This design comes from an exercise in tuning for small area and a short achievable clock period on the open sky130 flow, not from production work. The RTL was checked by simulation tests, not by an equivalence proof against the original design. No activity file was given, so power comes from the tool's default toggle rates.

Setup of job 101:
Design hw_cn119652311a_alu, start of the top module:
module hw_cn119652311a_alu (
    input         clk,
    input         rst_n,
    input         wr_en,
    input         rd_en,
    input  [11:0] addr,
    input  [31:0] wr_data,
    output [31:0] rd_data,
    output reg    irq
);
Size in the first run: ~3500 cells after synthesis, ~81 I/O pins, about 0.024 mm^2 of cells after synthesis.
clock: 10.0 ns
lec_check: 0
abc_area: 1
cap_margin: 20
core_margin: 2
core_utilization: 50
cts_cluster_diameter: 100
cts_cluster_size: 30
setup_slack_margin: 5.0
slew_margin: 20
synth_hierarchical: 1
run.sh (not shown) runs the stock make flow with config.mk's settings and CLKGATE_MAP_FILE= SYNTH_SCRIPT=/design/flow/synth_recipe.tcl, a recipe that flattens the netlist after the stock synthesis.
Input changes introduced in job 102 (baseline for comparison: job 101):
--- a/flow/config.mk
+++ b/flow/config.mk
@@ -9,8 +9,8 @@
 export CAP_MARGIN = 20
 export CORE_MARGIN = 2
-export CORE_UTILIZATION = 50
+export CORE_UTILIZATION = 65
 export CTS_CLUSTER_DIAMETER = 100
 export CTS_CLUSTER_SIZE = 30
-export SETUP_SLACK_MARGIN = 5.0
+export SETUP_SLACK_MARGIN = 4.6
 export SLEW_MARGIN = 20
 export SYNTH_HIERARCHICAL = 1
Results
Between job 101 and job 102, the share of the cycle needed by the critical path after routing is lower for job 101. Job 102 -> job 101: I/O pin total delta 0, exact match. Job 102 vs. job 101: final cell count went down 161, number of cells upsized or downsized after cts went down 8.4%, switching power summed over all nets went up 2.3%, number of inserted filler cells in the final layout went down 1716, sum of buffers and inverters on the critical path went down 2.
[inputs] job 103 vs job 102
--- a/flow/config.mk
+++ b/flow/config.mk
@@ -9,5 +9,5 @@
 export CAP_MARGIN = 20
 export CORE_MARGIN = 2
-export CORE_UTILIZATION = 65
+export CORE_UTILIZATION = 50
 export CTS_CLUSTER_DIAMETER = 100
 export CTS_CLUSTER_SIZE = 30
Findings:
- No stage failed in job 103, and the final checks on the layout all came back clean.
- Compared to job 102, the router laid down less metal wire for job 103.
- Comparing job 103 and job 102, the lower worst setup slack before clock tree synthesis is on job 102.
- Job 103 vs job 102 — maximum clock frequency climbed by a few percent
- Re global-route total usage across every layer: job 103 and job 102 aren't equal, and the lower value belongs to job 103.
- Area growth from synthesis to layout (job 103 over job 102): increase, 2.6 points
- Looking at job 103 and job 102, the flip-flop and latch area is a wash.
#### Input delta (job 104 over job 103)
--- a/flow/config.mk
+++ b/flow/config.mk
@@ -9,7 +9,7 @@
 export CAP_MARGIN = 20
 export CORE_MARGIN = 2
-export CORE_UTILIZATION = 50
+export CORE_UTILIZATION = 60
 export CTS_CLUSTER_DIAMETER = 100
-export CTS_CLUSTER_SIZE = 30
+export CTS_CLUSTER_SIZE = 26
 export SETUP_SLACK_MARGIN = 4.6
 export SLEW_MARGIN = 20
==> comparison <==
Diff job 103 -> job 104 | final worst setup slack | decrease of 0.060 ns
Job 103 → job 104: placement row count lower; count of clock-buffer cells in the layout has increased.
Against job 103, job 104 comes in 0.65% lower on total cell area at the placement stage.
Summary of job 104 over job 103: clock period minus final worst setup slack up 0.060 ns; worst-case headroom to the max-slew limit has decreased; met3 usage in global routing up 3.8 points; global-route track usage on met1 increased 5.4 points; smallest hold slack did not really move.
Summed area of non-filler cells in the final layout (lower): job 104
> inputs changed (job 104 -> job 105)
--- a/flow/config.mk
+++ b/flow/config.mk
@@ -9,7 +9,8 @@
 export CAP_MARGIN = 20
 export CORE_MARGIN = 2
-export CORE_UTILIZATION = 60
+export CORE_UTILIZATION = 50
 export CTS_CLUSTER_DIAMETER = 100
-export CTS_CLUSTER_SIZE = 26
+export CTS_CLUSTER_SIZE = 30
+export GPL_ROUTABILITY_DRIVEN = 0
 export SETUP_SLACK_MARGIN = 4.6
 export SLEW_MARGIN = 20
## What came out
Compared to job 104, job 105 shows a wider setup margin. Wire length of the first global-routing pass | job 105 below job 104. [compare] base=job 104 new=job 105: via count went down; final cell count now sits higher; critical path data arrival time lost 0.04 ns; final clock period utilization by the worst path went down 0.34 points. Job 104 → job 105: met2 demand-to-capacity share in global routing moved down; non-clock buffer count in the final layout picked up an extra 4. For job 104, the endpoint of the worst setup timing path was rd_data[2], unlike job 105, where it was rd_data[0].

==> port drivers added, routing unchanged <==
No port has a modelled driver above. Below, the same layouts with a new extraction and two added sets of constraints.
Step 1 (the two cells are an assumption about what drives the block):
set clk [get_ports {clk}]
set_driving_cell -lib_cell sky130_fd_sc_hd__clkbuf_16 $clk
set_driving_cell -lib_cell sky130_fd_sc_hd__buf_2 [delete_from_list [all_inputs] $clk]
Step 2 also shifts input and output timing later by t, the mid clock arrival at the registers, as if the neighbouring blocks saw the same clock.
a / b / c = no drivers / after step 1 / after step 2; a / b = the first two.
run | shift t [ns] | slack for setup (ns) | hold slack, ns | worst setup path at the end
job 101 | 0.587 | 4.338 / 4.288 / 4.288 | 0.495 / 0.495 / 0.495 | input to output
job 102 | 0.587 | 4.161 / 4.114 / 4.114 | 0.498 / 0.498 / 0.498 | input to output
job 103 | 0.597 | 4.352 / 4.315 / 4.315 | 0.496 / 0.496 / 0.496 | input to output
job 104 | 0.599 | 4.293 / 4.258 / 4.258 | 0.493 / 0.493 / 0.493 | input to output
job 105 | 0.598 | 4.327 / 4.296 / 4.296 | 0.497 / 0.497 / 0.497 | input to output
After both steps every run listed still meets setup and hold. The setup slack of job 101, which loses most, moves by -0.050 ns with the drivers and by -0.050 ns with both steps.
